This is an optimization exercise on Yosys and OpenROAD, whose aim is small area, not a production implementation.
In this exercise RTL edits were held to simulation tests only and were not proved equivalent to the original.
Power figures rest on the tool's default switching activity, not on a simulated workload.

<file path="run.sh">
#!/bin/bash
# synth_recipe.tcl (not shown) runs the flow's synth.tcl, then flattens the netlist and writes it again
# the make line also repeats each setting of config.mk as NAME=value (left out here)
make -C /OpenROAD-flow-scripts/flow DESIGN_CONFIG=/design/flow/config.mk WORK_HOME=/design/flow/orfs CLKGATE_MAP_FILE= SYNTH_SCRIPT=/design/flow/synth_recipe.tcl finish
</file>
<file path="design.v">
module config_UART #(
	parameter Mode = 0,  
	parameter ComRate = 217  
) (
	input CLK,
	input resetn,  
	input Rx,
	output reg [31:0] WriteData,
	output ComActive,
	output reg WriteStrobe,
	output [7:0] Command,
	output reg ReceiveLED
);
	localparam TimeToSendValue = 16777-1;  
	localparam TestFileChecksum = 20'h4FB00;
	function [4:0] ASCII2HEX;
	input [7:0] ASCII;
	begin
	case (ASCII)
		8'h30: ASCII2HEX = 5'b00000; 
		8'h31: ASCII2HEX = 5'b00001;
		8'h32: ASCII2HEX = 5'b00010;
		8'h33: ASCII2HEX = 5'b00011;
		8'h34: ASCII2HEX = 5'b00100;
		8'h35: ASCII2HEX = 5'b00101;
		8'h36: ASCII2HEX = 5'b00110;
		8'h37: ASCII2HEX = 5'b00111;
		8'h38: ASCII2HEX = 5'b01000;
		8'h39: ASCII2HEX = 5'b01001;
		8'h41: ASCII2HEX = 5'b01010;   
		8'h61: ASCII2HEX = 5'b01010;   
		8'h42: ASCII2HEX = 5'b01011;   
		8'h62: ASCII2HEX = 5'b01011;   
		8'h43: ASCII2HEX = 5'b01100;   
		8'h63: ASCII2HEX = 5'b01100;   
		8'h44: ASCII2HEX = 5'b01101;   
		8'h64: ASCII2HEX = 5'b01101;   
		8'h45: ASCII2HEX = 5'b01110;   
		8'h65: ASCII2HEX = 5'b01110;   
		8'h46: ASCII2HEX = 5'b01111;   
		8'h66: ASCII2HEX = 5'b01111;   
		default: ASCII2HEX = 5'b10000;    
	endcase
	end
	endfunction
	localparam HighNibble = 1, LowNibble = 0;
	reg ReceiveState;
	reg [3:0] HighReg;
	wire [4:0] HexValue;  
	reg [7:0] HexData;  
	reg HexWriteStrobe;  
	reg [11:0] ComCount;
	reg ComTick;
	localparam WaitForStartBit=0, DelayAfterStartBit=1, GetBit0=2, GetBit1=3, GetBit2=4, GetBit3=5, GetBit4=6, GetBit5=7, GetBit6=8, GetBit7=9, GetStopBit=10;
	reg [3:0] ComState;
	reg [7:0] ReceivedWord;
	reg RxLocal;
	reg [23:0] ID_Reg;
	reg [31:0] Start_Reg;
	reg [15:0] Size_Reg;
	reg [15:0] CRC_Reg;
	reg [7:0] Command_Reg;
	reg [7:0] Data_Reg;
	wire [7:0] ReceivedByte;
	reg TimeToSend;
	reg [14:0] TimeToSendCounter;
	localparam Idle=0, GetID_00=1, GetID_AA=2, GetID_FF=3, GetCommand=4, EvalCommand=5, GetData=6;
	reg [2:0] PresentState;
	localparam Word0=0, Word1=1, Word2=2, Word3=3;
	reg [1:0] GetWordState;
	reg LocalWriteStrobe;
	reg ByteWriteStrobe;
	reg [19:0] CRCReg,b_counter;
	reg [22:0] blink;
	always @ (posedge CLK or negedge resetn)
	begin : P_sync
		if (!resetn) begin
			RxLocal <= 1'b1;
		end else begin
			RxLocal <= Rx;
		end
	end 
	always @ (posedge CLK or negedge resetn)
	begin : P_com_en
		if (!resetn) begin
			ComCount <= 0;
			ComTick <= 1'b0;
		end else if (ComState == WaitForStartBit) begin
			ComCount <= ComRate/2; 
			ComTick <= 1'b0;
		end else if (ComCount==0) begin
			ComCount <= ComRate;
			ComTick <= 1'b1;
		end else begin
			ComCount <= ComCount - 1;
			ComTick <= 1'b0;
		end
	end
	always @ (posedge CLK or negedge resetn)
	begin : P_COM
	  if (!resetn) begin
		ComState <= WaitForStartBit;
		ReceivedWord <= 0;
		ID_Reg <= 0;
		Command_Reg <= 0;
		Data_Reg <= 0;
	  end else begin
		case(ComState)
		WaitForStartBit: begin
			if (RxLocal==1'b0) begin
				ComState <= DelayAfterStartBit;
				ReceivedWord <= 0;
			end
		end
		DelayAfterStartBit: begin
			if (ComTick==1'b1) begin
				ComState <= GetBit0;
			end
		end
		GetBit0: begin
			if (ComTick==1'b1) begin
				ComState <= GetBit1;
				ReceivedWord[0] <= RxLocal;
			end
		end
		GetBit1: begin
			if (ComTick==1'b1) begin
				ComState <= GetBit2;
				ReceivedWord[1] <= RxLocal;
			end
		end
		GetBit2: begin
			if (ComTick==1'b1) begin
				ComState <= GetBit3;
				ReceivedWord[2] <= RxLocal;
			end
		end
		GetBit3: begin
			if (ComTick==1'b1) begin
				ComState <= GetBit4;
				ReceivedWord[3] <= RxLocal;
			end
		end
		GetBit4: begin
			if (ComTick==1'b1) begin
				ComState <= GetBit5;
				ReceivedWord[4] <= RxLocal;
			end
		end
		GetBit5: begin
			if (ComTick==1'b1) begin
				ComState <= GetBit6;
				ReceivedWord[5] <= RxLocal;
			end
		end
		GetBit6: begin
			if (ComTick==1'b1) begin
				ComState <= GetBit7;
				ReceivedWord[6] <= RxLocal;
			end
		end
		GetBit7: begin
			if (ComTick==1'b1) begin
				ComState <= GetStopBit;
				ReceivedWord[7] <= RxLocal;
			end
		end
		GetStopBit: begin
			if (ComTick==1'b1) begin
				ComState <= WaitForStartBit;
			end
		end
		endcase
		if (ComState==GetStopBit && ComTick==1'b1) begin
			case (PresentState)
				GetID_00: ID_Reg[23:16] <= ReceivedWord;
				GetID_AA: ID_Reg[15:8] <= ReceivedWord;
				GetID_FF: ID_Reg[7:0] <= ReceivedWord;
				GetCommand: Command_Reg <= ReceivedWord;
				GetData: Data_Reg <= ReceivedWord;
			endcase
		end
	  end
	end 
	always @(posedge CLK or negedge resetn)
	begin : P_FSM
	  if (!resetn) begin
		PresentState <= Idle;
	  end else begin
		case(PresentState)
		Idle: begin
			if (ComState==WaitForStartBit && RxLocal==1'b0) begin 
				PresentState <= GetID_00;
			end
		end
		GetID_00: begin
			if (TimeToSend==1'b1) begin 
				PresentState<=Idle;
			end else if (ComState==GetStopBit && ComTick==1'b1) begin
				PresentState <= GetID_AA;
			end
		end
		GetID_AA: begin
			if (TimeToSend==1'b1) begin
				PresentState<=Idle;
			end else if (ComState==GetStopBit && ComTick==1'b1) begin
				PresentState <= GetID_FF;
			end
		end
		GetID_FF: begin
			if (TimeToSend==1'b1) begin
				PresentState<=Idle;
			end else if (ComState==GetStopBit && ComTick==1'b1) begin 
				PresentState <= GetCommand;
			end
		end
		GetCommand: begin
			if (TimeToSend==1'b1) begin
				PresentState<=Idle;
			end else if (ComState==GetStopBit && ComTick==1'b1) begin 
				PresentState <= EvalCommand;
			end
		end
		EvalCommand: begin
			if (ID_Reg==24'h00AAFF && (Command_Reg[6:0]=={3'b000,4'h1} || Command_Reg[6:0]=={3'b000,4'h2})) begin
				PresentState <= GetData;
			end else begin
				PresentState <= Idle;
			end
		end
		GetData: begin
			if (TimeToSend==1'b1) begin 
				PresentState<=Idle; 
			end
		end
		endcase
	  end
	end 
	assign Command = Command_Reg;
	if (Mode==0 || Mode==1) begin : L_hexmode 
		assign HexValue = ASCII2HEX(ReceivedWord);
		always @ (posedge CLK or negedge resetn)
		begin
		  if (!resetn) begin
			ReceiveState <= HighNibble;
			HighReg <= 0;
			HexData <= 0;
			HexWriteStrobe <= 1'b0;
		  end else begin
			if (PresentState!=GetData) begin
				ReceiveState <= HighNibble;
			end else if (ComState==GetStopBit && ComTick==1'b1 && HexValue[4]==1'b0) begin
				if(ReceiveState==HighNibble) begin
					ReceiveState <= LowNibble;
				end else begin
					ReceiveState <= HighNibble;
				end
			end
			if (ComState==GetStopBit && ComTick==1'b1 && HexValue[4]==1'b0) begin
				if(ReceiveState==HighNibble) begin
					HighReg <= HexValue[3:0];
					HexWriteStrobe <= 1'b0;
				end else begin 
					HexData <= {HighReg,HexValue[3:0]};
					HexWriteStrobe <= 1'b1;
				end
			end else begin
				HexWriteStrobe <= 1'b0;
			end
		  end
		end 
	end
	always @(posedge CLK or negedge resetn)
	begin : P_checksum
	  if (!resetn) begin
		CRCReg <= TestFileChecksum;
		b_counter <= TestFileChecksum;
		ReceiveLED <= 1'b0;
		blink <= 23'b00000000000000000000000;
	  end else begin
		if (PresentState==GetCommand) begin  
			CRCReg <= 0;
			b_counter <= 0;
		end else if (Mode==1 || (Mode==0 && Command_Reg[7]==1'b1)) begin  
			if (ComState==GetStopBit && ComTick==1'b1 && HexValue[4]==1'b0 && PresentState==GetData && ReceiveState==LowNibble) begin
				CRCReg <= CRCReg + {HighReg,HexValue[3:0]};
				b_counter <= b_counter+1;
			end
		end else begin 
			if (ComState==GetStopBit && ComTick==1'b1 && (PresentState==GetData)) begin
				CRCReg <= CRCReg + ReceivedWord;
				b_counter <= b_counter +1;
			end
		end 
		if (PresentState==GetData) begin
			ReceiveLED <= 1'b1;  
		end else if ((PresentState==Idle) && (CRCReg!=TestFileChecksum)) begin
			ReceiveLED <= blink[22];
		end else begin
			ReceiveLED <= 1'b0;  
		end
		blink <= blink-1;
	  end
	end  
	always @(posedge CLK or negedge resetn)
	begin : P_bus
	  if (!resetn) begin
		LocalWriteStrobe <= 1'b0;
		ByteWriteStrobe <= 1'b0;
	  end else begin
		if (PresentState==EvalCommand) begin
			LocalWriteStrobe <= 1'b0;
		end else if (PresentState==GetData && ComState==GetStopBit && ComTick==1'b1) begin
			LocalWriteStrobe <= 1'b1;
		end else begin
			LocalWriteStrobe <= 1'b0;
		end
		if (Mode==2 || (Mode==0 && Command_Reg[7]==1'b0)) begin  
			ByteWriteStrobe <= LocalWriteStrobe;  
		end else begin
			ByteWriteStrobe <= HexWriteStrobe;
		end
	  end
	end 
	always @(posedge CLK or negedge resetn)
	begin : P_WordMode
	  if (!resetn) begin
		GetWordState <= Word0;
		WriteData <= 0;
		WriteStrobe <= 1'b0;
	  end else begin
		if (PresentState==EvalCommand) begin
			GetWordState <= Word0;
			WriteData <= 0;
		end else begin
			case(GetWordState)
			Word0: begin
				if (ByteWriteStrobe==1'b1) begin
					WriteData[31:24] <= ReceivedByte;
					GetWordState <= Word1;
				end
			end
			Word1: begin
				if (ByteWriteStrobe==1'b1) begin
					WriteData[23:16] <= ReceivedByte;
					GetWordState <= Word2;
				end
			end
			Word2: begin
				if (ByteWriteStrobe==1'b1) begin
					WriteData[15:8] <= ReceivedByte;
					GetWordState <= Word3;
				end
			end
			Word3: begin
				if (ByteWriteStrobe==1'b1) begin
					WriteData[7:0] <= ReceivedByte;
					GetWordState <= Word0;
				end
			end
			endcase
		end
		if (ByteWriteStrobe==1'b1 && GetWordState==Word3) begin
			WriteStrobe <= 1'b1;
		end else begin
			WriteStrobe <= 1'b0;
		end
	  end
	end 
	assign ReceivedByte = (Mode==2 || (Mode==0 && Command_Reg[7]==1'b0)) ? Data_Reg : HexData;  
	assign ComActive = (PresentState==GetData) ? 1'b1 : 1'b0;
	always @(posedge CLK or negedge resetn)
	begin : P_TimeOut
	  if (!resetn) begin
		TimeToSendCounter <= TimeToSendValue;
		TimeToSend <= 1'b0;
	  end else begin
		if (PresentState==Idle || ComState==GetStopBit) begin
			TimeToSendCounter <= TimeToSendValue;
			TimeToSend <= 1'b0;
		end else if (TimeToSendCounter>0) begin
			TimeToSendCounter <= TimeToSendCounter - 1;
			TimeToSend <= 1'b0;
		end else begin
			TimeToSendCounter <= TimeToSendCounter;
			TimeToSend <= 1'b1;  
		end
	  end
	end 
endmodule
module bitbang (s_clk, s_data, strobe, data, active, clk, resetn);
	localparam on_pattern = 16'hFAB1; 
	localparam off_pattern = 16'hFAB0; 
	input s_clk;
	input s_data;
	output reg strobe;
	output reg [31:0] data;
	output reg active;
	input clk; 
	input resetn;  
	reg [3:0] s_data_sample;
	reg [3:0] s_clk_sample;
	reg [31:0] serial_data;
	reg [15:0] serial_control;
	reg local_strobe;
	reg old_local_strobe;
	always @ (posedge clk or negedge resetn)
	begin : p_input_sync
	  if (!resetn) begin
		s_data_sample <= 4'b0;
		s_clk_sample  <= 4'b0;
	  end else begin
		s_data_sample <= {s_data_sample[3-1:0],s_data};
		s_clk_sample  <= {s_clk_sample[3-1:0],s_clk};
	  end
	end
	always @ (posedge clk or negedge resetn)
	begin : p_in_shift
	  if (!resetn) begin
		serial_data <= 32'b0;
		serial_control <= 16'b0;
	  end else begin
		if ((s_clk_sample[3] == 1'b0) && (s_clk_sample[3-1] == 1'b1)) begin
			serial_data <= {serial_data[31-1:0],s_data_sample[3]};
		end
		if ((s_clk_sample[3] == 1'b1) && (s_clk_sample[3-1] == 1'b0)) begin
			serial_control <= {serial_control[15-1:0],s_data_sample[3]};  
		end
	  end
	end
	always @ (posedge clk or negedge resetn)
	begin : p_parallel_load
	  if (!resetn) begin
		local_strobe <= 1'b0;
		data <= 32'b0;
		old_local_strobe <= 1'b0;
		strobe <= 1'b0;
	  end else begin
		local_strobe <= 1'b0;  
		if (serial_control == on_pattern) begin 
			data <= serial_data;
			local_strobe <= 1'b1;
		end  
		old_local_strobe <= local_strobe;
		strobe <= local_strobe & ~old_local_strobe;  
	  end
	end
	always @ (posedge clk or negedge resetn)
	begin : active_FSM
	  if (!resetn) begin
		active <= 1'b0;
	  end else begin
		if (serial_control == on_pattern) begin 
			active <= 1'b1;
		end
		if (serial_control == off_pattern) begin 
			active <= 1'b0;
		end
	  end
	end
endmodule
module ConfigFSM (CLK, resetn, WriteData, WriteStrobe, Reset, FrameAddressRegister, LongFrameStrobe, RowSelect);
	parameter NumberOfRows = 12;
	parameter RowSelectWidth = 5;
	parameter FrameBitsPerRow = 32;
	parameter desync_flag = 20;
	input CLK; 
	input resetn;  
	input [31:0] WriteData;
	input WriteStrobe;
	input Reset;
	output reg [FrameBitsPerRow-1:0] FrameAddressRegister;
	output reg LongFrameStrobe;
	output reg [RowSelectWidth-1:0] RowSelect;
	reg FrameStrobe;
	reg [4:0] FrameShiftState;
	reg [1:0] state;
	reg old_reset;
	always @ (posedge CLK or negedge resetn) begin : P_FSM
	  if (!resetn) begin
		old_reset <= 1'b0;
		FrameStrobe <= 1'b0;
		state <= 0;
		FrameShiftState <= 0;
		FrameAddressRegister <= 0;
	  end else begin
		old_reset <= Reset;
		FrameStrobe <= 1'b0;
		if ((old_reset == 1'b0) && (Reset == 1'b1)) begin  
			state <= 0;
			FrameShiftState <= 0;
		end else begin
			case(state)
				0: begin  
					if(WriteStrobe == 1'b1) begin  
						if (WriteData == 32'hFAB0_FAB1) begin  
							state <= 1;  
						end
					end
				end
				1: begin  
					if(WriteStrobe == 1'b1) begin 
						if(WriteData[desync_flag] == 1'b1) begin  
							state <= 0;  
						end else begin
							FrameAddressRegister <= WriteData;
							FrameShiftState <= NumberOfRows  ;
							state <= 2;  
						end
					end
				end
				2: begin
					if(WriteStrobe == 1'b1) begin 
						FrameShiftState <= FrameShiftState -1 ;
						if(FrameShiftState == 1) begin  
							FrameStrobe <= 1'b1;  
							state <= 1;  
						end
					end
				end
			endcase
		end
	  end
	end
	always @ (*) begin
		if(WriteStrobe) begin  
			RowSelect = FrameShiftState;  
		end else begin
			RowSelect = {RowSelectWidth{1'b1}};  
		end
	end
	reg oldFrameStrobe;
	always @ (posedge CLK or negedge resetn) begin : P_StrobeREG
	  if (!resetn) begin
		oldFrameStrobe <= 1'b0;
		LongFrameStrobe <= 1'b0;
	  end else begin
		oldFrameStrobe <= FrameStrobe;
		LongFrameStrobe <= (FrameStrobe || oldFrameStrobe);
	  end
	end 
endmodule
module eFPGA_Config (CLK, resetn, Rx, ComActive, ReceiveLED, s_clk, s_data, SelfWriteData, SelfWriteStrobe, ConfigWriteData, ConfigWriteStrobe, FrameAddressRegister, LongFrameStrobe, RowSelect);
	parameter NumberOfRows = 14;
	parameter RowSelectWidth = 5;
	parameter FrameBitsPerRow = 32;
	parameter desync_flag = 20;
	input CLK;
	input resetn;  
	input Rx;
	output ComActive;
	output ReceiveLED;
	input s_clk;
	input s_data;
	input [32-1:0] SelfWriteData;  
	input SelfWriteStrobe;  
	output [32-1:0] ConfigWriteData;
	output ConfigWriteStrobe;
	output [FrameBitsPerRow-1:0] FrameAddressRegister;
	output LongFrameStrobe;
	output [RowSelectWidth-1:0] RowSelect;
	wire [7:0] Command;
	wire [31:0] UART_WriteData;
	wire UART_WriteStrobe;
	wire [31:0] UART_WriteData_Mux;
	wire UART_WriteStrobe_Mux;
	wire UART_ComActive;
	wire UART_LED;
	wire [31:0] BitBangWriteData;
	wire BitBangWriteStrobe;
	wire [31:0] BitBangWriteData_Mux;
	wire BitBangWriteStrobe_Mux;
	wire BitBangActive;
	wire Reset;
	config_UART INST_config_UART (
	.CLK(CLK),
	.resetn(resetn),
	.Rx(Rx),
	.WriteData(UART_WriteData),
	.ComActive(UART_ComActive),
	.WriteStrobe(UART_WriteStrobe),
	.Command(Command),
	.ReceiveLED(UART_LED)
	);
	bitbang Inst_bitbang (
	.s_clk(s_clk),
	.s_data(s_data),
	.strobe(BitBangWriteStrobe),
	.data(BitBangWriteData),
	.active(BitBangActive),
	.clk(CLK),
	.resetn(resetn)
	);
	assign BitBangWriteData_Mux = BitBangActive ? BitBangWriteData : SelfWriteData;
	assign BitBangWriteStrobe_Mux = BitBangActive ? BitBangWriteStrobe : SelfWriteStrobe;	
	assign UART_WriteData_Mux = UART_ComActive ? UART_WriteData : BitBangWriteData_Mux;
	assign UART_WriteStrobe_Mux = UART_ComActive ? UART_WriteStrobe : BitBangWriteStrobe_Mux;	
	assign ConfigWriteData = UART_WriteData_Mux;
	assign ConfigWriteStrobe = UART_WriteStrobe_Mux;
	assign Reset = UART_ComActive || BitBangActive;
	assign ComActive = UART_ComActive;
	assign ReceiveLED = UART_LED^BitBangWriteStrobe;   
	ConfigFSM #(
	.NumberOfRows(NumberOfRows),
	.RowSelectWidth(RowSelectWidth),
	.FrameBitsPerRow(FrameBitsPerRow),
	.desync_flag(desync_flag)
	) ConfigFSM_inst (
	.CLK(CLK),
	.resetn(resetn),
	.WriteData(UART_WriteData_Mux),
	.WriteStrobe(UART_WriteStrobe_Mux),
	.Reset(Reset),
	.FrameAddressRegister(FrameAddressRegister),
	.LongFrameStrobe(LongFrameStrobe),
	.RowSelect(RowSelect)
	);
endmodule
</file>
<file path="config.mk">
export PLATFORM = sky130hd
export DESIGN_NAME = eFPGA_Config
export DESIGN_NICKNAME = eFPGA_Config
export VERILOG_FILES = /design/flow/design.v
export SDC_FILE = /design/flow/constraint.sdc
export NUM_CORES = 4
export LEC_CHECK = 0
export CAP_MARGIN = 20
export CORE_MARGIN = 2
export CORE_UTILIZATION = 40
export SLEW_MARGIN = 20
</file>
<file path="constraint.sdc">
create_clock -name core_clock -period 10.0 [get_ports {CLK}]
set_input_delay 2.0000 -clock core_clock [delete_from_list [all_inputs] [get_ports {CLK}]]
set_output_delay 2.0000 -clock core_clock [all_outputs]
set_load 0.01 [all_outputs]
</file>
==> impl_metrics.ini <==
[critical_path]
startpoint = SelfWriteStrobe
crit_arrival_ns = 3.97
worst-path-stages = 6
crit_buf_inv = 3
critPathMaxStageDelay_ns = 0.53
r2r_start = INST_config_UART.ReceivedWord[6]$_DFFE_PN0P_
worstReg2RegEnd = INST_config_UART.CRCReg[14]$_DFFE_PN1P_
rr_worst_depth = 14
path_class = primary input to output pin
worst_setup_path_start_kind = primary input
crit_required_ns = 8.00
cpLargestDelayFamily = buffers and inverters
cp-end-kind = output pin
worst_path_most_repeated_cell = clkdlybuf4s50_1
cp_cell_sequence = clkdlybuf4s50_1 -> mux2_2 -> mux2i_1 -> inv_1 -> nand2_1 -> clkdlybuf4s50_1
worstPathMaxFanout = 9
r2r_slack_ns = 6.12
crit_slowest_cell = mux2i_1
endpoint = RowSelect[0]

[layout]
antenna_cells = 0
syn2layout_area_growth_pct = 19.0
drive_above_1_share_pct = 16.5
nets = 1499

[routing]
dr_wl_met3_um = 1580
highest_layer = met4
drt_iter0_drc = 664
m1WireLength_um = 16000
drc = 0
ant_nets = 0
met2_length_um = 15700
drt-total-wl_um = 33900
wl_per_cell_um = 17.6
routed-via-count = 10290
drt_pass1_iterations = 5
via_per_inst = 5.34

[logic_synthesis]
ys_ff_latch = 314
synth_edf_count = 0
synth_seq_area_share_pct = 54.0
ys_types = 68
ys.flop_type = dfrtp_1
syn-cell-area_um2 = 14600
synth_fp_nets = 1413
synth_warnings = 3
syn_inst = 1353
syn_avg_cell_area_um2 = 10.8
synthArstFlopShare_pct = 100

[run]
drv_cap = 0

[cts]
cts_hold_buffers = 0
post-cts-setup-buffer-count = 0
clkTransAtPathRegs_ns = 0.05
clockBufferDepth = 3
htree_levels = 2
cts_buffers = 36
cts-resized-gates = 0
worst_skew_pair.late_latency_ns = 0.51
clockRootBuffer = clkbuf_16
numClockSinks = 314
tritoncts = yes

[floorplan]
ios = 111
dieArea_um2 = 38000
die_x_um = 195
core_um2 = 35700
rows = 69
floorplan.initialDensity_pct = 40.8
die_h_um = 195

[sta]
holdWs_ns = 0.348
finalHoldViolCount = 0
skew_ns = 0.0221
max_freq_mhz = 167
finalMaxSlewViolations = 0
setup-tns-final_ns = 0
fin_crit_sh_pct = 59.7
setup_viol = 0
slew-limit-headroom_pct = 31.1
grt_setup_unrepaired = no
period_needed_ns = 5.97
tightest_slew_ns = 1.03

[placed_design]
place_congestion = 0.796
dpl.hpwl_um = 23000
io_buffers = 109

[power]
powerDensity_nw_per_um2 = 233
vdd_drop_max_mv = 0.129
p_leak_nw = 7.50

[grt]
grt_max_degree = 141
grt-ovfl-total = 0
first_global_vias = 10245
grt_usage_pct = 18.1
antenna_found_initial = 0
grt_pass1_wl_um = 56000

[outcome]
status = finished clean

[min_path]
min_path_type = flip-flop to flip-flop
## synthesized netlist by cell type (all sizes together), types with 12 or more instances
library cell	count	area, µm²
or3	13	81.3
xor2	22	193
or4	23	176
xnor2	22	193
nand2	157	589
ha	21	263
mux2i	43	430
nand3	22	110
dfstp	14	368
dfrtp	300	7510
nor4	25	163
a21oi	81	405
a211oi	38	285
nor3	31	170
nand4	18	113
nor2	138	518
mux2	134	1510
inv	28	105
clkbuf	52	195
o31ai	12	104
buf	21	113
o21ai	35	179
## registers in the layout, summed over array words and instances, names as in the netlist, 5 cells and up
signal	count
INST_config_UART.ReceivedWord	8
INST_config_UART.CRCReg	20
INST_config_UART.blink	23
Inst_bitbang.serial_control	16
INST_config_UART.Data_Reg	8
INST_config_UART.TimeToSendCounter	15
ConfigFSM_inst.FrameAddressRegister	31
INST_config_UART.ID_Reg	24
Inst_bitbang.serial_data	32
INST_config_UART.Command_Reg	8
INST_config_UART.ComCount	12
INST_config_UART.HexData	8
Inst_bitbang.data	32
ConfigFSM_inst.FrameShiftState	5
INST_config_UART.WriteData	32
## power by group
group          internal [mW]  switching [mW]  total (mW)
logic                  0.526           0.542        1.07
clock network          0.874           0.515        1.39
registers               1.45           0.137        1.59
total                   2.85            1.19        4.04
## cells in the final DEF, fill, tap and decap left out, types with 27 or more instances in the layout
| cell type | n |
|---|---|
| nor2_1 | 137 |
| a21oi_1 | 81 |
| mux2i_1 | 43 |
| a211oi_1 | 38 |
| clkbuf_16 | 37 |
| clkdlybuf4s50_1 | 108 |
| dfrtp_1 | 299 |
| nor3_1 | 27 |
| o21ai_0 | 32 |
| nand2_1 | 157 |
| inv_1 | 27 |
| mux2_2 | 134 |
## per-stage QoR
step	std cells	setup slack (ns)	utilization, %	area [µm²]	power [mW]
after floorplan	1353	5.06	-	14600	2.17
after global placement	1861	4.06	44.9	16000	2.66
after detailed placement	1861	4.01	44.9	16000	2.68
after CTS	1925	4.00	48.4	17300	4.09
after global routing	1926	3.87	48.5	17300	4.27
final	1926	4.03	48.5	17300	4.04
## worst min path at each step
| stage | startpoint | cells after the start | end | slack, ns |
|---|---|---|---|---|
| after detailed placement | Inst_bitbang.s_data_sample[0]$_DFF_PN0_ | 0 | Inst_bitbang.s_data_sample[1]$_DFF_PN0_ | 0.34 |
| after floorplan | Inst_bitbang.s_clk_sample[0]$_DFF_PN0_ | 0 | Inst_bitbang.s_clk_sample[1]$_DFF_PN0_ | 0.33 |
| after global routing | Inst_bitbang.s_data_sample[0]$_DFF_PN0_ | 0 | Inst_bitbang.s_data_sample[1]$_DFF_PN0_ | 0.36 |
| final | Inst_bitbang.s_data_sample[0]$_DFF_PN0_ | 0 | Inst_bitbang.s_data_sample[1]$_DFF_PN0_ | 0.35 |
| after global placement | Inst_bitbang.s_data_sample[1]$_DFF_PN0_ | 0 | Inst_bitbang.s_data_sample[2]$_DFF_PN0_ | 0.34 |
| after CTS | Inst_bitbang.s_data_sample[0]$_DFF_PN0_ | 0 | Inst_bitbang.s_data_sample[1]$_DFF_PN0_ | 0.35 |
## layout make-up
class                           instances  area [µm²]
Clock buffer                           53        1080
Clock inverter                         11         185
Fill cell                            3284       18400
Inverter                               28         105
Multi-Input combinational cell        938        6300
Sequential cell                       314        7880
Tap cell                              461         577
Timing Repair Buffer                  121        1220
## logic make-up after synthesis
group	synth area share [%]
buffers and inverters	2.83
xor gates and xnor gates	2.64
other	0.0257
muxes	13.3
and+or+nand+nor	16.2
DFF	54.0
AOI/OAI and AO/OA	9.05
adders and majority gates	1.94
## layer usage
metal,global-route usage (%),vias to the layer above
met2,29.1,231
met4,4.27,0
met1,25.7,5071
met5,0,-
met3,2.97,38
li1,-,4950

## static timing again, ports no longer ideal
The flow's constraints put no driver on any port. The routed layout listed below was extracted and timed again, unchanged, in two steps. Step 1, drivers: a clkbuf_16 drives CLK and a buf_2 each remaining input, both assumed. Step 2 moves the port delays by t, midway between the first and last clock arrival at a register: inputs arrive t later, outputs are due t later. That takes back most of the time a late clock gives input paths. a / b / c = ideal / step 1 / step 2; a / b = the first two.
t, ns: 0.549
setup slack, ns: 4.026 / 3.998 / 3.998
worst slew at a driven data input, ns: 0.06
After both steps setup and hold are still met in this run. The setup slack of this run moves by -0.028 ns with the drivers and by -0.028 ns with both steps.
